Context: an optimization exercise on an open-source flow, tuned for small area. The choices shown serve that exercise and are no tape-out recipe. Function was checked by simulation only, so behaviour that the tests miss may differ from the original. No run shown here takes its clock network from TritonCTS; it comes from the design's own scripts or RTL. The flow treats the clock pin as an ideal source. Dropping or thinning the clock tree relies on that and would not hold on a real chip. Power figures rest on the tool's default switching activity, not on a simulated workload.

File: flow/design.v
module debounc_1 (
	clk,
	n_rst,
	din,
	rise
);
input clk;
input n_rst;
input din;
output rise;
localparam [14:0] LOAD = 15'h1484;
reg [14:0] cnt;
reg din_d1;
reg dout_d1;
wire restart = din ^ din_d1;
wire idle = ~|cnt[13:0];
wire zero = idle & ~cnt[14];
wire [14:0] cnt_step = {cnt[13:0], ~(cnt[14] ^ cnt[7]) & ~idle};
assign rise = zero & din_d1 & ~dout_d1;
always @(posedge clk or negedge n_rst)
	if(!n_rst) begin
		din_d1 <= 1'b0;
		cnt <= 15'h0;
		dout_d1 <= 1'b0;
	end
	else begin
		din_d1 <= din;
		cnt <= restart ? LOAD : cnt_step;
		if (zero) dout_d1 <= din_d1;
	end
endmodule
module debounc_2 (
	clk,
	n_rst,
	din,
	rise
);
input clk;
input n_rst;
input din;
output rise;
localparam [14:0] LOAD = 15'h1484;
localparam [14:0] LOAD_NEXT = 15'h2908;
reg [14:0] cnt;
reg din_d1;
reg dnext;
reg up;
wire restart = din ^ din_d1;
wire idle = ~|cnt[13:0];    
wire [14:0] cnt_step = {cnt[13:0], ~(cnt[14] ^ cnt[7]) & ~idle};
wire start = idle & restart;
assign rise = up & (cnt == LOAD_NEXT);
always @(posedge clk or negedge n_rst)
	if(!n_rst) begin
		din_d1 <= 1'b0;
		cnt <= 15'h0;
		dnext <= 1'b0;
		up <= 1'b0;
	end
	else begin
		din_d1 <= din;
		cnt <= cnt_step | ({15{start}} & LOAD);
		if (start) begin
			dnext <= din;
			up <= din & ~dnext;
		end
	end
endmodule
module debounc_3 (
	clk,
	n_rst,
	din,
	rise
);
input clk;
input n_rst;
input din;
output rise;
localparam [14:0] LOAD = 15'h1484;
reg [14:0] cnt;
reg din_d1;
reg dout_d1;
wire restart = din ^ din_d1;
wire idle = ~|cnt[13:0];
wire zero = idle & ~cnt[14];
wire [14:0] cnt_step = {cnt[13:0], ~(cnt[14] ^ cnt[7]) & ~idle};
assign rise = zero & din_d1 & ~dout_d1;
always @(posedge clk or negedge n_rst)
	if(!n_rst) begin
		din_d1 <= 1'b0;
		cnt <= 15'h0;
		dout_d1 <= 1'b0;
	end
	else begin
		din_d1 <= din;
		cnt <= cnt_step | ({15{idle & restart}} & LOAD);
		if (zero) dout_d1 <= din_d1;
	end
endmodule
module edge_det_p(
    clk,
    n_rst,
    b0,
    b0_on
);
input clk;
input n_rst;
input b0;
output b0_on;
reg b0_d1;
always @(posedge clk or negedge n_rst)
if(!n_rst) begin
    b0_d1 <= 1'b0;
end
else begin
    b0_d1 <= b0;
end
assign b0_on = b0 & ~b0_d1;
endmodule
module led(
  clk,
  n_rst,
  din,
  dout
  );
input clk;
input n_rst;
input din;
output dout;
localparam [19:0] LOAD = 20'h5665;
reg [19:0] counter;
wire idle = ~|counter[18:0];    
wire [19:0] step = {counter[18:0], ~(counter[19] ^ counter[16]) & ~idle};
always @(posedge clk or negedge n_rst)
  if (!n_rst) counter <= 20'h0;
  else counter <= din ? LOAD : step;
assign dout = ~idle;
endmodule
module doorlock_hdl(
  clk,
  n_rst,
  bt,
  btstar,
  opened
);
input clk;
input n_rst;
input [9:0] bt;
input btstar;
output opened;
parameter S_IDLE = 3'h0;
parameter S_FIRST = 3'h1;
parameter S_SEC = 3'h3;
parameter S_LAST = 3'h6;
parameter S_OPEN = 3'h4;
parameter S_FAKE = 3'h2;
parameter S_IDLE_O = 3'h5;
reg [2:0] c_state, n_state;
wire bt_any = |bt;
always @(posedge clk or negedge n_rst)
  if(!n_rst) c_state <= S_IDLE;
  else c_state <= n_state;
always @(*)
  case (c_state)
    S_IDLE, S_IDLE_O : n_state = bt[1] ? S_FIRST : S_IDLE;
    S_FIRST : n_state = bt[2] ? S_SEC : (btstar | bt_any) ? S_IDLE : S_FIRST;
    S_SEC : n_state = bt[7] ? S_LAST : btstar ? S_IDLE : bt_any ? S_FAKE : S_SEC;
    S_LAST : n_state = btstar ? S_OPEN : bt[7] ? S_LAST : bt_any ? S_FAKE : S_LAST;
    S_OPEN : n_state = S_IDLE_O;
    S_FAKE : n_state = bt[7] ? S_LAST : btstar ? S_IDLE : S_FAKE;
    default : n_state = S_IDLE;
  endcase
assign opened = (c_state == S_IDLE_O);
endmodule
module bd_if(
  clk,
  n_rst,
  bt_i,
  btstar_i,
  led_i,
  bt_o,
  btstar_o,
  led_o
  );
input clk;
input n_rst;
input [9:0] bt_i;
input btstar_i;
input led_i;
output [9:0] bt_o;
output btstar_o;
output led_o;
debounc_1 u_debounc0(.clk(clk), .n_rst(n_rst), .din(bt_i[0]), .rise(bt_o[0]));
debounc_1 u_debounc1(.clk(clk), .n_rst(n_rst), .din(bt_i[1]), .rise(bt_o[1]));
debounc_2 u_debounc2(.clk(clk), .n_rst(n_rst), .din(bt_i[2]), .rise(bt_o[2]));
debounc_2 u_debounc3(.clk(clk), .n_rst(n_rst), .din(bt_i[3]), .rise(bt_o[3]));
debounc_2 u_debounc4(.clk(clk), .n_rst(n_rst), .din(bt_i[4]), .rise(bt_o[4]));
debounc_2 u_debounc5(.clk(clk), .n_rst(n_rst), .din(bt_i[5]), .rise(bt_o[5]));
debounc_3 u_debounc6(.clk(clk), .n_rst(n_rst), .din(bt_i[6]), .rise(bt_o[6]));
debounc_3 u_debounc7(.clk(clk), .n_rst(n_rst), .din(bt_i[7]), .rise(bt_o[7]));
debounc_3 u_debounc8(.clk(clk), .n_rst(n_rst), .din(bt_i[8]), .rise(bt_o[8]));
debounc_3 u_debounc9(.clk(clk), .n_rst(n_rst), .din(bt_i[9]), .rise(bt_o[9]));
edge_det_p u_edgedet_pstar(.clk(clk), .n_rst(n_rst), .b0(~btstar_i), .b0_on(btstar_o));
led u_led(.clk(clk), .n_rst(n_rst), .din(led_i), .dout(led_o));
endmodule
module top(
	clk,
	n_rst,
	bt,
	btstar,
	led
);
input clk;
input n_rst;
input [9:0] bt;
input btstar;
output led;
wire [9:0] bt_w;
wire btstar_w;
wire open_w;
bd_if u_bd_if(
    .clk(clk),
    .n_rst(n_rst),
    .bt_i(bt),
    .btstar_i(btstar),
    .led_i(open_w),
    .bt_o(bt_w),
    .btstar_o(btstar_w),
    .led_o(led)
);
doorlock_hdl u_doorlock(
    .clk(clk),
    .n_rst(n_rst),
    .bt(bt_w),
    .btstar(btstar_w),
    .opened(open_w)
);
endmodule
File: flow/flow/run.sh
#!/bin/bash
# The standard layout (standard.sh) with three changes:
# - after the standard synthesis, its combinational logic is re-mapped by
#   flow/reopt.ys (registers untouched), and the layout continues from that;
# - the port buffers are the smallest buffer (BUFFER_PORTS_ARGS);
# - the clock tree is built by flow/cts_hook.tcl (a root buffer and one leaf
#   buffer per cluster of flip-flops) in place of TritonCTS.
# Each tool's output goes to a log file in this folder.
set -euo pipefail
export BUFFER_PORTS_ARGS="-buffer_cell sky130_fd_sc_hd__buf_1"
export PRE_CTS_TCL=$PWD/flow/cts_hook.tcl
export CTS_CLOCK_PORT=clk
export CTS_LEAF_BUF=sky130_fd_sc_hd__clkbuf_8
export CTS_LEAF_SIZE=22
export CTS_ROOT_BUF=sky130_fd_sc_hd__clkbuf_4
R=$PWD/orfs/results/$FLOW_PLATFORM/top/base
LIB=$FLOW_HOME/platforms/$FLOW_PLATFORM/lib/sky130_fd_sc_hd__tt_025C_1v80.lib
YOSYS=$(command -v yosys || echo $FLOW_HOME/../tools/install/yosys/bin/yosys)
bash standard.sh $R/1_2_yosys.v > synth.log 2>&1
cp $R/1_2_yosys.v standard_1_2_yosys.v
sed -e "s#LIBFILE#$LIB#g; s#IN_NETLIST#$PWD/standard_1_2_yosys.v#; s#OUT_NETLIST#$PWD/reopt_1_2_yosys.v#" flow/reopt.ys > reopt_run.ys
"$YOSYS" -s reopt_run.ys > reopt.log 2>&1
cp reopt_1_2_yosys.v $R/1_2_yosys.v
bash standard.sh > standard.log 2>&1
File: flow/flow/cts_hook.tcl
# Sourced by ORFS's cts.tcl (PRE_CTS_TCL) just before it calls
# clock_tree_synthesis. Replaces that command with a plain two-level clock
# tree: the clock port drives one root buffer, which drives one leaf buffer
# per cluster of at most CTS_LEAF_SIZE flip-flops. Clusters come from
# recursive bisection of the flip-flop positions, so every flip-flop sees
# the same two buffers between it and the clock port.

proc cts_split {sinks n} {
  set len [llength $sinks]
  if {$len <= $n} { return [list $sinks] }
  set xs {}; set ys {}
  foreach s $sinks { lappend xs [lindex $s 0]; lappend ys [lindex $s 1] }
  set xs [lsort -integer $xs]; set ys [lsort -integer $ys]
  set dx [expr {[lindex $xs end] - [lindex $xs 0]}]
  set dy [expr {[lindex $ys end] - [lindex $ys 0]}]
  set key [expr {$dx >= $dy ? 0 : 1}]
  set sorted [lsort -integer -index $key $sinks]
  set k [expr {($len + $n - 1) / $n}]
  set left [expr {int(round(double($len) * ($k / 2) / $k))}]
  if {$left < 1} { set left 1 }
  return [concat [cts_split [lrange $sorted 0 [expr {$left - 1}]] $n] \
                 [cts_split [lrange $sorted $left end] $n]]
}

proc cts_center {sinks} {
  set sx 0; set sy 0
  foreach s $sinks { incr sx [lindex $s 0]; incr sy [lindex $s 1] }
  set l [llength $sinks]
  return [list [expr {$sx / $l}] [expr {$sy / $l}]]
}

rename clock_tree_synthesis tritoncts_clock_tree_synthesis
proc clock_tree_synthesis {args} {
  set n $::env(CTS_LEAF_SIZE)
  set db [ord::get_db]
  set block [ord::get_db_block]
  set clk_net [[$block findBTerm $::env(CTS_CLOCK_PORT)] getNet]
  set leaf_master [$db findMaster $::env(CTS_LEAF_BUF)]
  set root_master [$db findMaster $::env(CTS_ROOT_BUF)]
  set sinks {}
  foreach it [$clk_net getITerms] {
    set bb [[$it getInst] getBBox]
    lappend sinks [list [expr {([$bb xMin] + [$bb xMax]) / 2}] \
                        [expr {([$bb yMin] + [$bb yMax]) / 2}] $it]
  }
  set clusters [cts_split $sinks $n]
  puts "own clock tree: [llength $sinks] sinks in [llength $clusters] leaf clusters"

  set root [odb::dbInst_create $block $root_master clkbuf_root]
  lassign [cts_center $sinks] x y
  $root setLocation $x $y
  $root setPlacementStatus PLACED
  set root_net [odb::dbNet_create $block clknet_root]
  $root_net setSigType CLOCK
  [$root findITerm A] connect $clk_net
  [$root findITerm X] connect $root_net

  set i 0
  foreach c $clusters {
    set b [odb::dbInst_create $block $leaf_master clkbuf_leaf_$i]
    lassign [cts_center $c] x y
    $b setLocation $x $y
    $b setPlacementStatus PLACED
    set net [odb::dbNet_create $block clknet_leaf_$i]
    $net setSigType CLOCK
    [$b findITerm A] connect $root_net
    [$b findITerm X] connect $net
    foreach s $c {
      set it [lindex $s 2]
      $it disconnect
      $it connect $net
    }
    puts "  leaf $i: [llength $c] sinks"
    incr i
  }
  set_propagated_clock [all_clocks]
}
File: flow/flow/reopt.ys
# Re-map the combinational logic of the standard synthesis netlist with a
# stronger area-oriented ABC script. Flip-flops (and tie cells) are kept as
# black boxes, so every register keeps its name and cell type.
read_liberty -ignore_miss_func LIBFILE
read_verilog IN_NETLIST
hierarchy -top top
setattr -mod -set blackbox 1 sky130_fd_sc_hd__df* sky130_fd_sc_hd__sdf* sky130_fd_sc_hd__edf* sky130_fd_sc_hd__sedf* sky130_fd_sc_hd__dl* sky130_fd_sc_hd__conb_1
flatten -noscopeinfo
opt_clean
abc -liberty LIBFILE -dont_use sky130_fd_sc_hd__probe_p_8 -dont_use sky130_fd_sc_hd__probec_p_8 -dont_use sky130_fd_sc_hd__lpflow_* -script +strash;dc2;dc2;&get,-n;&dch,-f;&nf,-a,-R,1000;&dch,-f;&nf,-a,-R,1000;&put;mfs3,-a
opt_clean -purge
hierarchy -top top
rename -enumerate
hilomap -singleton -hicell sky130_fd_sc_hd__conb_1 HI -locell sky130_fd_sc_hd__conb_1 LO
insbuf -buf sky130_fd_sc_hd__buf_4 A X
opt_clean -purge
tee -o reopt_stat.txt stat -liberty LIBFILE
write_verilog -noattr -noexpr -nohex -nodec OUT_NETLIST
File: flow/standard.sh
#!/bin/bash
# synth_recipe.tcl (not shown) runs the flow's synth.tcl, then flattens the netlist and writes it again
# the make line also repeats each setting of config.mk as NAME=value (left out here)
make -C /OpenROAD-flow-scripts/flow DESIGN_CONFIG=/design/flow/config.mk WORK_HOME=/design/flow/orfs CLKGATE_MAP_FILE= SYNTH_SCRIPT=/design/flow/synth_recipe.tcl "${@:-finish}"
File: flow/config.mk
export PLATFORM = sky130hd
export DESIGN_NAME = top
export DESIGN_NICKNAME = top
export VERILOG_FILES = /design/flow/design.v
export SDC_FILE = /design/flow/constraint.sdc
export NUM_CORES = 4
export LEC_CHECK = 0
export CAP_MARGIN = 20
export CORE_MARGIN = 2
export CORE_UTILIZATION = 70
export SLEW_MARGIN = 20
File: flow/constraint.sdc
create_clock -name core_clock -period 10.0 [get_ports {clk}]
set_input_delay 2.0000 -clock core_clock [delete_from_list [all_inputs] [get_ports {clk}]]
set_output_delay 2.0000 -clock core_clock [all_outputs]
set_load 0.01 [all_outputs]
==> flow_summary.json, run 1 <==
{
  "status": "complete, no violations",
  "drt_iter0_drc": 128,
  "grt_pass1_wl_mm": 16.8,
  "power_frac_seq_pct": 73.7,
  "rows": 35,
  "vias": 3406,
  "cp-start-kind": "flop",
  "clockPowerShare_pct": 18.3,
  "max_cap_violations": 0,
  "clk_pin_slew_worst_paths_ps": 120,
  "dp_hpwl_mm": 6.55,
  "die-width_um": 100,
  "critPathSlowestCell": "or4_1",
  "core_area_mm2": 0.00911,
  "die_y_um": 100,
  "netlist_area_mm2": 0.00645,
  "grt_usage_pct": 20.7,
  "cp-end-kind": "primary output",
  "port_buffers": 13,
  "antenna_found_initial": 0,
  "final_cell_area_mm2": 0.00679,
  "powerDensity_mw_per_mm2": 234,
  "p_leak_nw": 3.03,
  "crit_chain": "or4_1 -> nor4_1 -> nand4_1 -> buf_1",
  "drc": 0,
  "slew_viol_final": 0,
  "wl_mm": 9.43,
  "drive_gt1_share_pct": 2.67,
  "r2r_setup_slack_ps": 7710,
  "hold_violations": 0,
  "hold_class": "flop to flop",
  "required_ps": 8000,
  "syn_to_final_growth_pct": 5.23,
  "grt_overflow_total": 0,
  "pwr-share-comb_pct": 8.1,
  "critPathArrivalTime_ps": 1920,
  "p_int_w": 0.00118,
  "grt_pass1_vias": 3457,
  "wire_per_inst_um": 15.8,
  "worstMarginPinSlew_ps": 893,
  "synthesis.nets": 475,
  "place_area_mm2": 0.00666,
  "dr.pass1.iters": 4,
  "largest_register_ffs": 20,
  "syn-instance-count": 462,
  "rsz0062_at_grt": "false",
  "fin_util_pct": 74.6,
  "maxSlewHeadroom_pct": 40.0,
  "post_cts_buffers": 0,
  "num_antenna_cells": 0,
  "switching_share_pct": 25.6,
  "crit_path_max_incr_delay_ps": 510,
  "die_area_mm2": 0.0100,
  "total_power_w": 0.00159,
  "fin_crit_sh_pct": 39.2,
  "io_pins": 14,
  "start_util_pct": 70.9,
  "setup_violations": 0,
  "synth_area_per_cell_um2": 14.0,
  "net-switching-power_w": 0.000406,
  "cts_resized": 0,
  "final_nets": 502,
  "timing.fmax_ghz": 0.255,
  "synth_warnings": 6,
  "finClkSkew_ps": 10.8,
  "via_per_inst": 5.70,
  "ir_drop_mv": 0.147,
  "gp_congestion": 0.779,
  "regMostFlops": "u_bd_if.u_led.counter",
  "clk-insertion-delay-late_ps": 500,
  "hold_buffers": 0,
  "cp_max_fo": 2,
  "antenna_left": 0,
  "grt_max_degree": 78,
  "path_class": "flop to primary output",
  "whs_ps": 383,
  "tns_ps": 0,
  "post-route-min-period_ps": 3920
}
==> per-layer routing <==
layer | global-route usage, % | vias up | routed length [um]
met4 | 2.63 | 0 | 148
met3 | 2.09 | 10 | 258
li1 | - | 1626 | -
met5 | 0 | - | 0
met2 | 32.0 | 35 | 4330
met1 | 34.3 | 1735 | 4690
==> path summary, 6_finish.rpt <==
kind                                                 from                          to  depth (start not counted)
worst max-delay path             u_bd_if.u_led.counter[0]                         led                          4
worst min-delay path            u_bd_if.u_debounc4.cnt[2]   u_bd_if.u_debounc4.cnt[3]                          0
worst max register to register  u_bd_if.u_debounc2.cnt[5]       u_doorlock.c_state[2]                          8
worst min register to register  u_bd_if.u_debounc4.cnt[2]   u_bd_if.u_debounc4.cnt[3]                          0
max in group asynchronous                           n_rst  u_bd_if.u_debounc2.cnt[13]                          2
min in group asynchronous                           n_rst   u_bd_if.u_debounc0.din_d1                          1
==> metrics by stage <==
step / instances / setup WS, ps
4_1_cts: 598 / 6050
5_1_grt: 598 / 5840
3_5_place_dp: 588 / 6260
6_report: 598 / 6080
2_1_floorplan: 462 / 6800
3_3_place_gp: 588 / 6310
==> area by class of cell <==
cell class	count	area, um^2
Buffer	10	131
Fill cell	604	2320
Inverter	3	11.3
Multi-Input combinational cell	261	1490
Sequential cell	198	4950
Tap cell	111	139
Timing Repair Buffer	15	67.6
==> power by group through the flow <==
| stage | Combinational (W) | Clock, W | Sequential (W) |
|---|---|---|---|
| after detailed placement | 0.000129 | 0 | 0.00119 |
| after CTS | 0.000131 | 0.000302 | 0.00117 |
| after global routing | 0.000148 | 0.000328 | 0.00120 |
| after floorplan | 0.0000933 | 0 | 0.00113 |
| final | 0.000128 | 0.000290 | 0.00117 |
| after global placement | 0.000126 | 0 | 0.00117 |
==> worst max-delay path: cells and delay by family (launching register included) <==
family | cells | cell delay, ps
buffers and inverters | 1 | 170
AND/OR/NAND/NOR | 3 | 860
flip-flops | 1 | 390
==> layout by cell type (no fill, tap or decap), types with 9 or more instances in the layout <==
cell        n
o21ai_0    11
dfrtp_1   198
and2_0     36
nor2_1     52
or3_1      16
nand2_1    26
nand4_1    11
nand2b_1   17
clkbuf_8    9
nor4_1     31
buf_1      12
or2_0      16
xnor2_1    13
==> inputs of run 2 (changes only) <==
--- a/flow/flow/run.sh
+++ b/flow/flow/run.sh
@@ -11,7 +11,7 @@
 export PRE_CTS_TCL=$PWD/flow/cts_hook.tcl
 export CTS_CLOCK_PORT=clk
 export CTS_LEAF_BUF=sky130_fd_sc_hd__clkbuf_8
-export CTS_LEAF_SIZE=22
+export CTS_LEAF_SIZE=18
 export CTS_ROOT_BUF=sky130_fd_sc_hd__clkbuf_4
 R=$PWD/orfs/results/$FLOW_PLATFORM/top/base
 LIB=$FLOW_HOME/platforms/$FLOW_PLATFORM/lib/sky130_fd_sc_hd__tt_025C_1v80.lib
==> run 2 against run 1 <==
Against the previous run:
- worst hold slack got worse by 5.3 ps
- synthesized cell count unchanged
- utilization increased by 0.30 points
- global-route usage about the same
- highest routed layer unchanged
- largest cell class unchanged
- fmax about the same
- die area unchanged
- clock power increased by 7.2%
- combinational power about the same
- setup slack improved by 1.9 ps
- critical endpoint unchanged
==> flow_summary.json, run 2 <==
{
  "instances_no_fill": 600,
  "final_cell_area_mm2": 0.00682,
  "setup_violations": 0,
  "syn_to_final_growth_pct": 5.66,
  "slew_viol_final": 0,
  "largest_register_ffs": 20,
  "switching_share_pct": 25.5,
  "power_frac_seq_pct": 72.7,
  "grt_max_degree": 78,
  "netlist_area_mm2": 0.00645,
  "net-switching-power_w": 0.000411,
  "grt_usage_pct": 20.7,
  "core_area_mm2": 0.00911,
  "wl_mm": 9.44,
  "port_buffers": 13,
  "die_y_um": 100,
  "num_antenna_cells": 0,
  "drt_iter0_drc": 128,
  "die-width_um": 100,
  "regMostFlops": "u_bd_if.u_led.counter",
  "grt_pass1_vias": 3425,
  "cp-start-kind": "flop",
  "synth_warnings": 6,
  "maxSlewHeadroom_pct": 39.4,
  "finClkSkew_ps": 8.88,
  "max_cap_violations": 0,
  "drive_gt1_share_pct": 3.07,
  "worstMarginPinSlew_ps": 909,
  "vias": 3387,
  "final_nets": 504,
  "syn-instance-count": 462,
  "gp_congestion": 0.779,
  "dp_hpwl_mm": 6.55,
  "cp_max_fo": 2,
  "timing.fmax_ghz": 0.255,
  "p_int_w": 0.00120,
  "clk-insertion-delay-late_ps": 510,
  "final_common_cell": "dfrtp_1",
  "ir_drop_mv": 0.138,
  "hold_violations": 0,
  "hold_buffers": 0,
  "post_cts_buffers": 0,
  "cts_resized": 0,
  "clockPowerShare_pct": 19.3,
  "mostFrequentLayoutCells": "dfrtp_1 (198), nor2_1 (52), and2_0 (36)",
  "start_util_pct": 70.9,
  "grt_overflow_total": 0,
  "p_leak_nw": 3.04,
  "tns_ps": 0,
  "powerDensity_mw_per_mm2": 236,
  "required_ps": 8000,
  "die_area_mm2": 0.0100,
  "place_inst": 588,
  "synth_area_per_cell_um2": 14.0,
  "rsz0062_at_grt": "false",
  "critPathArrivalTime_ps": 1920,
  "antenna_left": 0,
  "fin_crit_sh_pct": 39.2,
  "path_class": "flop to primary output",
  "io_pins": 14,
  "place_area_mm2": 0.00666,
  "rows": 35,
  "cp-end-kind": "primary output",
  "grt_pass1_wl_mm": 16.7,
  "pwr-share-comb_pct": 8.0,
  "antenna_found_initial": 0,
  "drc": 0,
  "status": "complete, no violations",
  "wire_per_inst_um": 15.7,
  "hold_class": "flop to flop",
  "via_per_inst": 5.65,
  "post-route-min-period_ps": 3920,
  "synthesis.nets": 475,
  "clk_pin_slew_worst_paths_ps": 100,
  "dr.pass1.iters": 4
}
[run 2: power groups by stage]
stage               Sequential, W  Clock, W  Combinational [W]
floorplan                 0.00113         0          0.0000933
global placement          0.00117         0           0.000126
detailed placement        0.00119         0           0.000129
CTS                       0.00117  0.000319           0.000131
global route              0.00120  0.000349           0.000148
finish                    0.00117  0.000311           0.000128
[run 2: cell type report]
cell class	count	area, um^2
buffer	12	159
fill	603	2290
inverter	3	11.3
multi-input combinational	261	1490
sequential	198	4950
tap	111	139
timing repair buffer	15	67.6
[run 2: critical path: stages (launching register included)]
cell,delay [ps]
dfrtp_1,390
or4_1,510
nor4_1,180
nand4_1,170
buf_1,170
[run 2: layer usage]
| layer | wire length (um) | GRT usage (%) | vias up |
|---|---|---|---|
| li1 | - | - | 1627 |
| met1 | 4850 | 35.3 | 1714 |
| met2 | 4190 | 31.1 | 35 |
| met3 | 297 | 2.16 | 11 |
| met4 | 106 | 2.32 | 0 |
| met5 | 0 | 0 | - |
[run 2: path summary, 6_finish.rpt]
check / slack [ps] / startpoint / depth (start not counted) / end
worst max-delay path: 6080 / u_bd_if.u_led.counter[0] / 4 / led
worst min-delay path: 380 / u_bd_if.u_debounc8.cnt[5] / 0 / u_bd_if.u_debounc8.cnt[6]
worst max register to register: 7720 / u_bd_if.u_debounc2.cnt[5] / 8 / u_doorlock.c_state[2]
worst min register to register: 380 / u_bd_if.u_debounc8.cnt[5] / 0 / u_bd_if.u_debounc8.cnt[6]
max in group asynchronous: 6910 / n_rst / 2 / u_bd_if.u_debounc2.cnt[2]
min in group asynchronous: 1630 / n_rst / 1 / u_bd_if.u_debounc0.cnt[10]
[run 2: metrics by stage]
| step | hold slack, ps | util, % | power, W | setup slack [ps] |
|---|---|---|---|---|
| 6_report | 378 | 74.9 | 0.00161 | 6080 |
| 5_1_grt | 385 | 74.9 | 0.00170 | 5840 |
| 4_1_cts | 383 | 74.9 | 0.00162 | 6060 |
| 3_5_place_dp | 360 | 73.1 | 0.00132 | 6260 |
| 3_3_place_gp | 359 | 73.1 | 0.00130 | 6310 |
| 2_1_floorplan | 354 | - | 0.00123 | 6800 |
==> inputs of run 3 (changes only) <==
--- a/flow/flow/run.sh
+++ b/flow/flow/run.sh
@@ -10,8 +10,8 @@
 export BUFFER_PORTS_ARGS="-buffer_cell sky130_fd_sc_hd__buf_1"
 export PRE_CTS_TCL=$PWD/flow/cts_hook.tcl
 export CTS_CLOCK_PORT=clk
-export CTS_LEAF_BUF=sky130_fd_sc_hd__clkbuf_8
-export CTS_LEAF_SIZE=18
+export CTS_LEAF_BUF=sky130_fd_sc_hd__clkbuf_16
+export CTS_LEAF_SIZE=36
 export CTS_ROOT_BUF=sky130_fd_sc_hd__clkbuf_4
 R=$PWD/orfs/results/$FLOW_PLATFORM/top/base
 LIB=$FLOW_HOME/platforms/$FLOW_PLATFORM/lib/sky130_fd_sc_hd__tt_025C_1v80.lib
==> run 3 against run 2 <==
Against the previous run:
- still clean on timing, DRC and antenna
- combinational power hardly changed
- utilization hardly changed
- final cell count down 0.83%
- sequential power is essentially flat
- flip-flop and latch count is the same
- area after synthesis unchanged
- design area hardly changed
- critical endpoint unchanged
- largest power group unchanged
==> flow_summary.json, run 3 <==
{
  "instances_no_fill": 595,
  "clk-insertion-delay-late_ps": 500,
  "die_y_um": 100,
  "pwr-share-comb_pct": 8.0,
  "final_common_cell": "dfrtp_1",
  "tns_ps": 0,
  "dr.pass1.iters": 4,
  "net-switching-power_w": 0.000412,
  "max_cap_violations": 0,
  "timing.fmax_ghz": 0.255,
  "synth_area_per_cell_um2": 14.0,
  "p_int_w": 0.00121,
  "synth_warnings": 6,
  "cts_resized": 0,
  "critPathArrivalTime_ps": 1920,
  "grt_overflow_total": 0,
  "powerDensity_mw_per_mm2": 238,
  "critPathSlowestCell": "or4_1",
  "clockPowerShare_pct": 19.7,
  "grt_pass1_wl_mm": 17.0,
  "path_class": "flop to primary output",
  "gp_congestion": 0.779,
  "syn-instance-count": 462,
  "antenna_left": 0,
  "wl_mm": 9.69,
  "clk_pin_slew_worst_paths_ps": 110,
  "synthesis.nets": 475,
  "hold_buffers": 0,
  "whs_ps": 384,
  "cp-start-kind": "flop",
  "io_pins": 14,
  "status": "complete, no violations",
  "hold_violations": 0,
  "grt_max_degree": 78,
  "dp_hpwl_mm": 6.55,
  "regMostFlops": "u_bd_if.u_led.counter",
  "drc": 0,
  "hold_class": "flop to flop",
  "start_util_pct": 70.9,
  "fin_crit_sh_pct": 39.2,
  "syn_to_final_growth_pct": 5.64,
  "via_per_inst": 5.68,
  "finClkSkew_ps": 9.80,
  "ir_drop_mv": 0.191,
  "place_inst": 588,
  "vias": 3381,
  "core_area_mm2": 0.00911,
  "p_leak_nw": 3.04,
  "die_area_mm2": 0.0100,
  "largest_register_ffs": 20,
  "cp_max_fo": 2,
  "grt_pass1_vias": 3443,
  "mostFrequentLayoutCells": "dfrtp_1 (198), nor2_1 (52), and2_0 (36)",
  "port_buffers": 13,
  "die-width_um": 100,
  "final_nets": 499,
  "crit_path_max_incr_delay_ps": 510,
  "worstMarginPinSlew_ps": 898,
  "crit_chain": "or4_1 -> nor4_1 -> nand4_1 -> buf_1",
  "drive_gt1_share_pct": 2.07,
  "drt_iter0_drc": 246,
  "power_frac_seq_pct": 72.3,
  "antenna_found_initial": 0,
  "post-route-min-period_ps": 3920,
  "netlist_area_mm2": 0.00645,
  "slew_viol_final": 0,
  "post_cts_buffers": 0,
  "cp-end-kind": "primary output",
  "setup_violations": 0,
  "required_ps": 8000,
  "num_antenna_cells": 0,
  "maxSlewHeadroom_pct": 39.7,
  "grt_usage_pct": 21.1,
  "wire_per_inst_um": 16.3,
  "rows": 35,
  "rsz0062_at_grt": "false",
  "switching_share_pct": 25.4
}
==> run 3: critical path, delay by kind of cell (launching register included) <==
| kind | cells | cell delay [ps] |
|---|---|---|
| AND/OR/NAND/NOR | 3 | 870 |
| buffers and inverters | 1 | 170 |
| flip-flops | 1 | 390 |
==> run 3: final cells by class <==
type / instances / area, um^2
inverter: 3 / 11.3
tap: 111 / 139
buffer: 7 / 158
multi-input combinational: 261 / 1490
fill: 589 / 2290
timing repair buffer: 15 / 67.6
sequential: 198 / 4950
==> run 3: power groups by stage <==
stage | registers (W) | logic (W) | clock network, W
2_1_floorplan | 0.00113 | 0.0000933 | 0
3_3_place_gp | 0.00117 | 0.000126 | 0
3_5_place_dp | 0.00119 | 0.000129 | 0
4_1_cts | 0.00117 | 0.000132 | 0.000329
5_1_grt | 0.00120 | 0.000150 | 0.000354
6_report | 0.00117 | 0.000130 | 0.000319
==> run 3: metal layers <==
| layer | vias up | share of wire [%] | wire length [um] | global-route usage (%) |
|---|---|---|---|---|
| li1 | 1619 | - | - | - |
| met1 | 1721 | 50 | 4880 | 35.2 |
| met2 | 33 | 46 | 4470 | 33.0 |
| met3 | 8 | 2.6 | 255 | 1.74 |
| met4 | 0 | 0.90 | 87 | 1.58 |
| met5 | - | 0 | 0 | 0 |
==> run 3: final timing paths <==
kind                                      startpoint  depth (start not counted)  slack [ps]                         end
min reg2reg                u_bd_if.u_debounc9.cnt[2]                          0         380   u_bd_if.u_debounc9.cnt[3]
max in group asynchronous                      n_rst                          2        6910   u_bd_if.u_debounc2.cnt[7]
max reg2reg                u_bd_if.u_debounc2.cnt[5]                          8        7700       u_doorlock.c_state[2]
max                         u_bd_if.u_led.counter[0]                          4        6080                         led
min                        u_bd_if.u_debounc9.cnt[2]                          0         380   u_bd_if.u_debounc9.cnt[3]
min in group asynchronous                      n_rst                          1        1650  u_bd_if.u_debounc0.cnt[10]
==> run 3: per-stage QoR <==
step	instance area [um^2]	power (W)	util [%]	setup WS, ps
final	6820	0.00162	74.8	6080
after global routing	6820	0.00171	74.8	5850
after detailed placement	6660	0.00132	73.1	6260
after floorplan	6450	0.00123	-	6800
after global placement	6660	0.00130	73.1	6310
after CTS	6820	0.00164	74.8	6060
==> inputs of run 4 (changes only) <==
--- a/flow/flow/run.sh
+++ b/flow/flow/run.sh
@@ -10,8 +10,8 @@
 export BUFFER_PORTS_ARGS="-buffer_cell sky130_fd_sc_hd__buf_1"
 export PRE_CTS_TCL=$PWD/flow/cts_hook.tcl
 export CTS_CLOCK_PORT=clk
-export CTS_LEAF_BUF=sky130_fd_sc_hd__clkbuf_16
-export CTS_LEAF_SIZE=36
+export CTS_LEAF_BUF=sky130_fd_sc_hd__clkbuf_4
+export CTS_LEAF_SIZE=11
 export CTS_ROOT_BUF=sky130_fd_sc_hd__clkbuf_4
 R=$PWD/orfs/results/$FLOW_PLATFORM/top/base
 LIB=$FLOW_HOME/platforms/$FLOW_PLATFORM/lib/sky130_fd_sc_hd__tt_025C_1v80.lib
--- a/flow/config.mk
+++ b/flow/config.mk
@@ -7,5 +7,5 @@
 export LEC_CHECK = 0
 export CAP_MARGIN = 20
 export CORE_MARGIN = 2
-export CORE_UTILIZATION = 70
+export CORE_UTILIZATION = 60
 export SLEW_MARGIN = 20
==> run 4 against run 3 <==
Against the previous run:
- combinational power hardly changed
- register-to-register slack hardly changed
- first-iteration DRC count is 22% lower
- synthesized cell count stayed put
- global-route usage is 3.2 points lower
- sequential power hardly changed
- final cell count is 6.4% higher
- design area is 0.75% higher
- largest cell class unchanged
- largest power group unchanged
==> flow_summary.json, run 4 <==
{
  "r2r-start": "u_bd_if.u_debounc2.cnt[6]",
  "syn-instance-count": 462,
  "vias": 3426,
  "finClkSkew_ps": 15.4,
  "fin_crit_sh_pct": 39.9,
  "grt_usage_pct": 17.9,
  "drc": 0,
  "p_leak_nw": 3.06,
  "grt_max_degree": 199,
  "required_ps": 8000,
  "rows": 37,
  "syn_to_final_growth_pct": 6.44,
  "wire_per_inst_um": 15.2,
  "place_inst": 612,
  "r2r_setup_slack_ps": 7710,
  "fillers": 804,
  "clk_pin_slew_worst_paths_ps": 110,
  "dr.pass1.iters": 6,
  "clk-insertion-delay-late_ps": 590,
  "post_cts_buffers": 0,
  "rsz0062_at_grt": "false",
  "gp_congestion": 0.793,
  "ff_latch_area_mm2": 0.00495,
  "cp-start-kind": "flop",
  "final_common_cell": "dfrtp_1",
  "critPathArrivalTime_ps": 1990,
  "tns_ps": 0,
  "wl_mm": 9.62,
  "setup_violations": 0,
  "place_area_mm2": 0.00670,
  "cts_resized": 0,
  "io_pins": 14,
  "grt_pass1_vias": 3545,
  "die_area_mm2": 0.0116,
  "regMostFlops": "u_bd_if.u_led.counter",
  "clockPowerShare_pct": 18.9,
  "core_area_mm2": 0.0104,
  "hold_violations": 0,
  "crit_chain": "or4_1 -> nor4_1 -> nand4_1 -> buf_1",
  "antenna_found_initial": 0,
  "die_y_um": 108,
  "cp-end-kind": "primary output",
  "cp-endpoint": "led",
  "grt_overflow_total": 0,
  "multi_input_area_mm2": 0.00149,
  "post-route-min-period_ps": 3990,
  "max_cap_violations": 0,
  "switching_share_pct": 26.0,
  "synthesis.nets": 475,
  "maxSlewHeadroom_pct": 36.2,
  "crit_cells": 4,
  "p_int_w": 0.00118,
  "die-width_um": 108,
  "drt_iter0_drc": 192,
  "r2r_end": "u_doorlock.c_state[2]",
  "critical_path_buf_inv_count": 1,
  "instances_no_fill": 633,
  "hold_class": "flop to flop",
  "dp_hpwl_mm": 6.20,
  "synth_warnings": 6,
  "largest_register_ffs": 20,
  "crit_start": "u_bd_if.u_led.counter[0]",
  "worstMarginPinSlew_ps": 950,
  "timing.fmax_ghz": 0.251,
  "final_nets": 511,
  "reg2reg_depth": 8,
  "powerDensity_mw_per_mm2": 233,
  "ir_drop_mv": 0.135,
  "critPathSlowestCell": "or4_1",
  "grt_pass1_wl_mm": 17.0,
  "status": "complete, no violations",
  "drive_gt1_share_pct": 4.44,
  "net-switching-power_w": 0.000416,
  "netlist_area_mm2": 0.00645,
  "pwr-share-comb_pct": 8.2,
  "final_cell_area_mm2": 0.00687,
  "via_per_inst": 5.41,
  "port_buffers": 13,
  "critPathTopFamily": "simple AND/OR/NAND/NOR gates",
  "cp_max_fo": 2,
  "mostFrequentLayoutCells": "dfrtp_1 (198), nor2_1 (52), and2_0 (36)",
  "hold_buffers": 0,
  "path_class": "flop to primary output",
  "antenna_left": 0,
  "whs_ps": 374,
  "slew_viol_final": 0,
  "power_frac_seq_pct": 73.0,
  "total_power_w": 0.00160,
  "start_util_pct": 62.2,
  "crit_path_max_incr_delay_ps": 510,
  "synth_area_per_cell_um2": 14.0
}
==> run 4: worst min-delay path by stage <==
stage	from	end	cells after the start
after floorplan	u_bd_if.u_debounc2.cnt[5]	u_bd_if.u_debounc2.cnt[6]	0
after global placement	u_bd_if.u_debounc6.cnt[8]	u_bd_if.u_debounc6.cnt[9]	0
after detailed placement	u_bd_if.u_debounc4.cnt[12]	u_bd_if.u_debounc4.cnt[13]	0
after CTS	u_bd_if.u_debounc7.cnt[12]	u_bd_if.u_debounc7.cnt[13]	0
after global routing	u_bd_if.u_debounc7.cnt[12]	u_bd_if.u_debounc7.cnt[13]	0
final	u_bd_if.u_debounc6.cnt[8]	u_bd_if.u_debounc6.cnt[9]	0
==> run 4: per-stage QoR <==
stage | setup WS [ps] | utilization, %
finish | 6010 | 66.2
global route | 5850 | 66.2
CTS | 5970 | 66.0
detailed placement | 6640 | 64.6
global placement | 6650 | 64.6
floorplan | 6800 | -
==> run 4: routing by layer <==
layer	vias up	track usage [%]	routed length (um)
met3	17	2.54	304
met1	1733	29.8	4920
met4	0	2.93	176
met2	35	25.8	4220
li1	1641	-	-
met5	-	0	0
==> run 4: area by class of cell <==
type,count,share of cell area [%]
Buffer,19,2.08
Tap cell,136,2.48
Multi-Input combinational cell,261,21.7
Sequential cell,198,72.1
Timing Repair Buffer,15,1.46
Inverter,3,0.164
Antenna cell,1,0.0364
==> run 4: worst reg2reg max path: stages, from the launching register on <==
cell and delay (ps):
dfrtp_1 400, nor4_1 310, nand3_1 150, or4b_1 620, o41ai_1 140, nor4_1 130, o2111ai_1 140, nor3b_1 210
o22ai_1 90
==> run 4: power groups by stage <==
| stage | Sequential (W) | Clock (W) | Combinational (W) |
|---|---|---|---|
| after detailed placement | 0.00118 | 0 | 0.000130 |
| after global routing | 0.00120 | 0.000344 | 0.000152 |
| final | 0.00117 | 0.000302 | 0.000130 |
| after CTS | 0.00117 | 0.000316 | 0.000133 |
| after global placement | 0.00118 | 0 | 0.000127 |
| after floorplan | 0.00113 | 0 | 0.0000933 |
==> inputs of run 5 (changes only) <==
--- a/flow/config.mk
+++ b/flow/config.mk
@@ -7,5 +7,5 @@
 export LEC_CHECK = 0
 export CAP_MARGIN = 20
 export CORE_MARGIN = 2
-export CORE_UTILIZATION = 60
+export CORE_UTILIZATION = 80
 export SLEW_MARGIN = 20
==> run 5 against run 4 <==
Against the previous run:
- worst hold slack got worse by 0.82 ps
- setup slack worse by 110 ps
- sequential power is essentially flat
- via count increased by 8.2%
- fmax fell by 2.6%
- highest routed layer unchanged
- critical path type unchanged
- clock skew rose by 2.1 ps
==> flow_summary.json, run 5 <==
{
  "largest_register_ffs": 20,
  "grt_usage_pct": 30.3,
  "r2r_end": "u_doorlock.c_state[2]",
  "pre_cts_ws_ps": 5600,
  "cp-end-kind": "primary output",
  "tns_ps": 0,
  "dr.pass1.iters": 4,
  "regMostFlops": "u_bd_if.u_led.counter",
  "maxSlewHeadroom_pct": 29.7,
  "place_inst": 579,
  "antenna_found_initial": 0,
  "p_leak_nw": 3.05,
  "worstMarginPinSlew_ps": 1050,
  "clk_pin_slew_worst_paths_ps": 120,
  "final_nets": 511,
  "r2r_setup_slack_ps": 7590,
  "dp_hpwl_mm": 7.74,
  "wire_per_inst_um": 20.4,
  "rows": 32,
  "powerDensity_mw_per_mm2": 241,
  "grt_overflow_total": 0,
  "path_class": "flop to primary output",
  "core_area_mm2": 0.00777,
  "vias": 3706,
  "synth_area_per_cell_um2": 14.0,
  "instances_no_fill": 598,
  "min_from": "u_bd_if.u_debounc7.cnt[13]",
  "via_per_inst": 6.20,
  "die_y_um": 93.8,
  "post_cts_buffers": 0,
  "reg2reg_depth": 8,
  "min_path_cells": 0,
  "die_area_mm2": 0.00880,
  "port_buffers": 13,
  "worst_slack_ps": 5900,
  "grt_max_degree": 86,
  "gp_congestion": 0.840,
  "slew_viol_final": 0,
  "die-width_um": 93.8,
  "drt_iter0_drc": 322,
  "start_util_pct": 83.1,
  "cp_max_fo": 2,
  "synth_warnings": 6,
  "clk-insertion-delay-late_ps": 570,
  "hold_buffers": 0,
  "timing.fmax_ghz": 0.244,
  "required_ps": 8000,
  "drc": 0,
  "r2r-start": "u_bd_if.u_debounc2.cnt[5]",
  "syn_to_final_growth_pct": 5.29,
  "hold_class": "flop to flop",
  "antenna_left": 0,
  "syn-instance-count": 462,
  "io_pins": 14,
  "drive_gt1_share_pct": 4.44,
  "ir_drop_mv": 0.177,
  "grt_pass1_wl_mm": 20.3,
  "rsz0062_at_grt": "false",
  "hold_violations": 0,
  "finClkSkew_ps": 17.5,
  "fillers": 332,
  "max_cap_violations": 0,
  "cp-start-kind": "flop",
  "mostFrequentLayoutCells": "dfrtp_1 (198), nor2_1 (52), and2_0 (36)",
  "num_antenna_cells": 0,
  "synthesis.nets": 475,
  "wl_mm": 12.2,
  "status": "complete, no violations",
  "final_common_cell": "dfrtp_1",
  "fin_crit_sh_pct": 41.0,
  "netlist_area_mm2": 0.00645,
  "setup_violations": 0,
  "post-route-min-period_ps": 4100,
  "hold_end": "u_bd_if.u_debounc7.cnt[14]",
  "cts_resized": 0,
  "grt_pass1_vias": 3983,
  "critPathArrivalTime_ps": 2100
}
[run 5: layout make-up]
type	count	area, um^2	share of cell area [%]
sequential	198	4950	72.9
multi-input combinational	261	1490	21.9
buffer	19	143	2.10
tap	102	128	1.88
timing repair buffer	15	71.3	1.05
inverter	3	11.3	0.166
[run 5: how the worst max path moves through the flow]
stage	slack [ps]	end	startpoint
global route	5780	led	u_bd_if.u_led.counter[0]
detailed placement	5600	u_bd_if.u_debounc0.cnt[2]	n_rst
floorplan	6800	led	u_bd_if.u_led.counter[0]
global placement	5700	u_bd_if.u_debounc0.cnt[2]	n_rst
finish	5900	led	u_bd_if.u_led.counter[0]
CTS	5850	led	u_bd_if.u_led.counter[0]
[run 5: critical path, cell delays in order, from the launching register on]
cell and delay [ps]:
dfrtp_1 400, or4_1 530, nor4_1 270, nand4_1 160
buf_1 160
[run 5: power breakdown]
part | total [W] | switching, W | leakage (nW) | internal (W)
logic | 0.000142 | 0.0000749 | 0.539 | 0.0000673
clock network | 0.000309 | 0.000222 | 0.0874 | 0.0000868
registers | 0.00119 | 0.000157 | 2.42 | 0.00103
total | 0.00164 | 0.000454 | 3.05 | 0.00118
[run 5: through the flow]
stage / util, % / cell area [um^2] / hold WS (ps) / power (W)
6_report: 87.5 / 6800 / 373 / 0.00164
5_1_grt: 87.5 / 6800 / 402 / 0.00171
4_1_cts: 87.4 / 6790 / 383 / 0.00164
3_5_place_dp: 85.6 / 6650 / 364 / 0.00133
3_3_place_gp: 85.6 / 6650 / 356 / 0.00130
2_1_floorplan: - / 6450 / 354 / 0.00123
[run 5: metal layers]
layer / routed length, um / vias up / track usage [%]
met5: 0 / - / 0
met4: 394 / 0 / 8.82
met3: 579 / 35 / 3.69
met2: 6210 / 118 / 49.6
met1: 5030 / 1917 / 44.6
li1: - / 1636 / -
==> inputs of run 6 (changes only) <==
--- a/flow/config.mk
+++ b/flow/config.mk
@@ -7,5 +7,5 @@
 export LEC_CHECK = 0
 export CAP_MARGIN = 20
 export CORE_MARGIN = 2
-export CORE_UTILIZATION = 80
+export CORE_UTILIZATION = 70
 export SLEW_MARGIN = 20
==> run 6 against run 5 <==
Against the previous run:
- utilization is 13 points lower
- register-to-register slack better by 120 ps
- critical path type unchanged
- still clean
- setup slack better by 120 ps
- global-route usage is 9.2 points lower
- design area is 0.11% higher
- clock power is 3% lower
==> flow_summary.json, run 6 <==
{
  "wl_mm": 9.52,
  "critPathArrivalTime_ps": 1980,
  "largest_register_ffs": 20,
  "top_layer": "met4",
  "maxSlewHeadroom_pct": 39.8,
  "die_area_mm2": 0.0100,
  "pre_cts_ws_ps": 6260,
  "net-switching-power_w": 0.000417,
  "post_cts_buffers": 0,
  "slew_viol_final": 0,
  "place_area_mm2": 0.00666,
  "clockPowerShare_pct": 18.9,
  "grt_pass1_vias": 3475,
  "rows": 35,
  "final_nets": 511,
  "core_area_mm2": 0.00911,
  "die-width_um": 100,
  "drt_iter0_drc": 203,
  "p_leak_nw": 3.05,
  "post-route-min-period_ps": 3980,
  "vias": 3419,
  "die_y_um": 100,
  "route.met2.wl_mm": 4.26,
  "power_frac_seq_pct": 73.1,
  "timing.fmax_ghz": 0.251,
  "hold_violations": 0,
  "synth_warnings": 6,
  "r2r_setup_slack_ps": 7710,
  "antenna_found_initial": 0,
  "clk-insertion-delay-late_ps": 580,
  "worst_slack_ps": 6020,
  "regMostFlops": "u_bd_if.u_led.counter",
  "clk_pin_slew_worst_paths_ps": 110,
  "synth_area_per_cell_um2": 14.0,
  "wl_met3_um": 315,
  "pwr-share-comb_pct": 8.0,
  "grt_max_degree": 78,
  "hold_buffers": 0,
  "mostFrequentLayoutCells": "dfrtp_1 (198), nor2_1 (52), and2_0 (36)",
  "hold_class": "flop to flop",
  "switching_share_pct": 26.1,
  "whs_ps": 381,
  "powerDensity_mw_per_mm2": 235,
  "num_antenna_cells": 0,
  "rsz0062_at_grt": "false",
  "syn-instance-count": 462,
  "path_class": "flop to primary output",
  "grt_pass1_wl_mm": 17.0,
  "syn_to_final_growth_pct": 5.41,
  "drc": 0,
  "required_ps": 8000,
  "p_int_w": 0.00118,
  "cp_max_fo": 2,
  "final_cell_area_mm2": 0.00680,
  "via_per_inst": 5.63,
  "drt-met1-wl_mm": 4.79,
  "max_cap_violations": 0,
  "grt_overflow_total": 0,
  "antenna_left": 0,
  "tns_ps": 0,
  "ir_drop_mv": 0.152,
  "finClkSkew_ps": 8.00,
  "worstMarginPinSlew_ps": 897,
  "grt_usage_pct": 21.1,
  "drive_gt1_share_pct": 4.44,
  "final_common_cell": "dfrtp_1",
  "dp_hpwl_mm": 6.55,
  "cp-start-kind": "flop",
  "status": "complete, no violations",
  "wire_per_inst_um": 15.7,
  "start_util_pct": 70.9,
  "setup_violations": 0,
  "port_buffers": 13,
  "synthesis.nets": 475,
  "gp_congestion": 0.779,
  "io_pins": 14,
  "netlist_area_mm2": 0.00645,
  "cts_resized": 0,
  "fin_crit_sh_pct": 39.8,
  "dr.pass1.iters": 4,
  "cp-end-kind": "primary output"
}
[run 6: final cells by class]
cell class	instances	area, um^2
sequential	198	4950
fill	605	2310
multi-input combinational	261	1490
buffer	19	143
tap	111	139
timing repair buffer	15	67.6
inverter	3	11.3
[run 6: metal layers]
layer / up-vias / track usage [%]
met1: 1710 / 35.6
met2: 43 / 31.0
met3: 13 / 2.51
met5: - / 0
met4: 0 / 3.69
li1: 1653 / -
[run 6: power by group through the flow]
stage	registers, W	logic [W]	clock network, W
global placement	0.00117	0.000126	0
CTS	0.00117	0.000131	0.000311
global route	0.00120	0.000148	0.000345
finish	0.00117	0.000128	0.000301
floorplan	0.00113	0.0000933	0
detailed placement	0.00119	0.000129	0
[run 6: worst max-delay path: stages (launching register included)]
cell and delay [ps]:
dfrtp_1 390, or4_1 510, nor4_1 180, nand4_1 150, buf_1 160
[run 6: path summary, 6_finish.rpt]
check                                              to                      start  cells after the start
hold reg to reg             u_bd_if.u_debounc8.cnt[9]  u_bd_if.u_debounc8.cnt[8]                      0
setup reg to reg                u_doorlock.c_state[2]  u_bd_if.u_debounc2.cnt[5]                      8
hold / removal              u_bd_if.u_debounc8.cnt[9]  u_bd_if.u_debounc8.cnt[8]                      0
setup / recovery                                  led   u_bd_if.u_led.counter[0]                      4
max in group asynchronous   u_bd_if.u_debounc4.cnt[1]                      n_rst                      2
min in group asynchronous  u_bd_if.u_debounc0.cnt[10]                      n_rst                      1
[run 6: per-stage QoR]
step | util, % | std cells | power, W
6_report | 74.7 | 607 | 0.00160
5_1_grt | 74.7 | 607 | 0.00169
4_1_cts | 74.7 | 607 | 0.00162
3_5_place_dp | 73.1 | 588 | 0.00132
3_3_place_gp | 73.1 | 588 | 0.00130
2_1_floorplan | - | 462 | 0.00123
==> inputs of run 7 (changes only) <==
--- a/flow/config.mk
+++ b/flow/config.mk
@@ -5,7 +5,7 @@
 export SDC_FILE = /design/flow/constraint.sdc
 export NUM_CORES = 4
 export LEC_CHECK = 0
-export CAP_MARGIN = 20
+export CAP_MARGIN = 0
 export CORE_MARGIN = 2
 export CORE_UTILIZATION = 70
-export SLEW_MARGIN = 20
+export SLEW_MARGIN = 0
==> run 7 against run 6 <==
Against the previous run:
- still clean
- setup slack unchanged
- clock power about the same
- fmax unchanged
- clock skew unchanged
- first-iteration DRC count unchanged
- utilization unchanged
- global-route usage unchanged
- worst hold slack unchanged
- largest cell class unchanged
==> flow_summary.json, run 7 <==
{
  "status": "complete, no violations",
  "wl_mm": 9.52,
  "r2r-start": "u_bd_if.u_debounc2.cnt[5]",
  "total_power_w": 0.00160,
  "drc": 0,
  "post_cts_buffers": 0,
  "rows": 35,
  "synth_area_per_cell_um2": 14.0,
  "crit_chain": "or4_1 -> nor4_1 -> nand4_1 -> buf_1",
  "port_buffers": 13,
  "path_class": "flop to primary output",
  "io_pins": 14,
  "cp-endpoint": "led",
  "antenna_found_initial": 0,
  "die-width_um": 100,
  "grt_usage_pct": 21.1,
  "antenna_left": 0,
  "clk_pin_slew_worst_paths_ps": 110,
  "mostFrequentLayoutCells": "dfrtp_1 (198), nor2_1 (52), and2_0 (36)",
  "vias": 3419,
  "setup_violations": 0,
  "dr.pass1.iters": 4,
  "die_y_um": 100,
  "start_util_pct": 70.9,
  "maxSlewHeadroom_pct": 39.8,
  "synthesis.nets": 475,
  "reg2reg_depth": 8,
  "largest_register_ffs": 20,
  "drive_gt1_share_pct": 4.44,
  "rsz0062_at_grt": "false",
  "final_nets": 511,
  "pre_cts_ws_ps": 6260,
  "critPathArrivalTime_ps": 1980,
  "worstMarginPinSlew_ps": 897,
  "critPathSlowestCell": "or4_1",
  "wire_per_inst_um": 15.7,
  "p_leak_nw": 3.05,
  "synth_warnings": 6,
  "die_area_mm2": 0.0100,
  "ir_drop_mv": 0.152,
  "cts_resized": 0,
  "clk-insertion-delay-late_ps": 580,
  "syn-instance-count": 462,
  "hold_violations": 0,
  "core_area_mm2": 0.00911,
  "grt_max_degree": 78,
  "timing.fmax_ghz": 0.251,
  "syn_to_final_growth_pct": 5.41,
  "final_common_cell": "dfrtp_1",
  "powerDensity_mw_per_mm2": 235,
  "worst_slack_ps": 6020,
  "max_cap_violations": 0,
  "r2r_setup_slack_ps": 7710,
  "grt_pass1_wl_mm": 17.0,
  "hold_class": "flop to flop",
  "crit_start": "u_bd_if.u_led.counter[0]",
  "num_antenna_cells": 0,
  "netlist_area_mm2": 0.00645,
  "cp-end-kind": "primary output",
  "grt_overflow_total": 0,
  "tns_ps": 0,
  "drt_iter0_drc": 203,
  "via_per_inst": 5.63,
  "gp_congestion": 0.779,
  "dp_hpwl_mm": 6.55,
  "slew_viol_final": 0,
  "cp-start-kind": "flop",
  "post-route-min-period_ps": 3980,
  "cp_max_fo": 2,
  "grt_pass1_vias": 3475,
  "fin_crit_sh_pct": 39.8,
  "regMostFlops": "u_bd_if.u_led.counter",
  "crit_path_max_incr_delay_ps": 510,
  "finClkSkew_ps": 8.00,
  "required_ps": 8000,
  "hold_buffers": 0,
  "r2r_end": "u_doorlock.c_state[2]"
}
[run 7: cell counts in the layout (fill, tap and decap cells not counted)]
No cell type changed its count.
[run 7: power breakdown]
part           switching [W]  internal, W
clock network       0.000215    0.0000866
logic              0.0000612    0.0000669
registers           0.000140      0.00103
[run 7: per-layer routing]
layer / vias to the layer above / GRT usage, % / routed length (um)
met1: 1710 / 35.6 / 4790
met2: 43 / 31.0 / 4260
met5: - / 0 / 0
li1: 1653 / - / -
met3: 13 / 2.51 / 315
met4: 0 / 3.69 / 153
[run 7: worst min-delay path by stage]
stage                     slack (ps)                       from                        end  cells after the start
final                            380  u_bd_if.u_debounc8.cnt[8]  u_bd_if.u_debounc8.cnt[9]                      0
after global routing             390  u_bd_if.u_debounc8.cnt[8]  u_bd_if.u_debounc8.cnt[9]                      0
after CTS                        380  u_bd_if.u_debounc8.cnt[4]  u_bd_if.u_debounc8.cnt[5]                      0
after floorplan                  350  u_bd_if.u_debounc2.cnt[5]  u_bd_if.u_debounc2.cnt[6]                      0
after global placement           360  u_bd_if.u_debounc9.cnt[5]  u_bd_if.u_debounc9.cnt[6]                      0
after detailed placement         360  u_bd_if.u_debounc9.cnt[2]  u_bd_if.u_debounc9.cnt[3]                      0
[run 7: through the flow]
stage                     util (%)  cell area, um^2  hold WS (ps)  cells
after floorplan                  -             6450           354    462
after global placement        73.1             6660           359    588
after detailed placement      73.1             6660           360    588
after CTS                     74.7             6800           380    607
after global routing          74.7             6800           387    607
final                         74.7             6800           381    607
[run 7: critical path, delay by kind of cell, from the launching register on]
family	cells	cell delay (ps)
flip-flops	1	390
buffers and inverters	1	160
AND/OR/NAND/NOR	3	840
[run 7: cell type report]
class | instances | area, um^2
flip-flops and latches | 198 | 4950
fillers | 605 | 2310
multi-input cells | 261 | 1490
plain buffers | 19 | 143
well taps | 111 | 139
repair buffers | 15 | 67.6
inverters | 3 | 11.3

[separate check: timing with driven ports]
Ports are ideal in the flow. The routed layouts listed here were re-timed in OpenROAD.
Step 1 assumes that a clkbuf_16 drives the clock port and a buf_2 every other input.
Step 2 adds t to the input delays and takes it off the output delays; t is the mean of the earliest and latest rising clock arrival at the registers after step 1. Input paths then give back, and output paths get back, about the clock's delay inside the block.
Slacks: no drivers / after step 1 / after step 2; pairs: no drivers / after step 1.
run	t, ns	slack for setup (ns)	worst slew at a driven data input, ns
run 1	0.528	6.081 / 6.051 / 6.396	0.03
run 2	0.538	6.082 / 6.053 / 6.373	0.03
run 3	0.524	6.076 / 6.047 / 6.396	0.03
run 4	0.609	6.011 / 5.979 / 6.588	0.04
run 5	0.597	5.904 / 5.874 / 6.015	0.03
run 6	0.611	6.022 / 5.993 / 6.389	0.03
run 7	0.611	6.022 / 5.993 / 6.389	0.03
After both steps setup and hold are still met in every run listed. The worst setup slack also covers recovery checks on asynchronous resets.
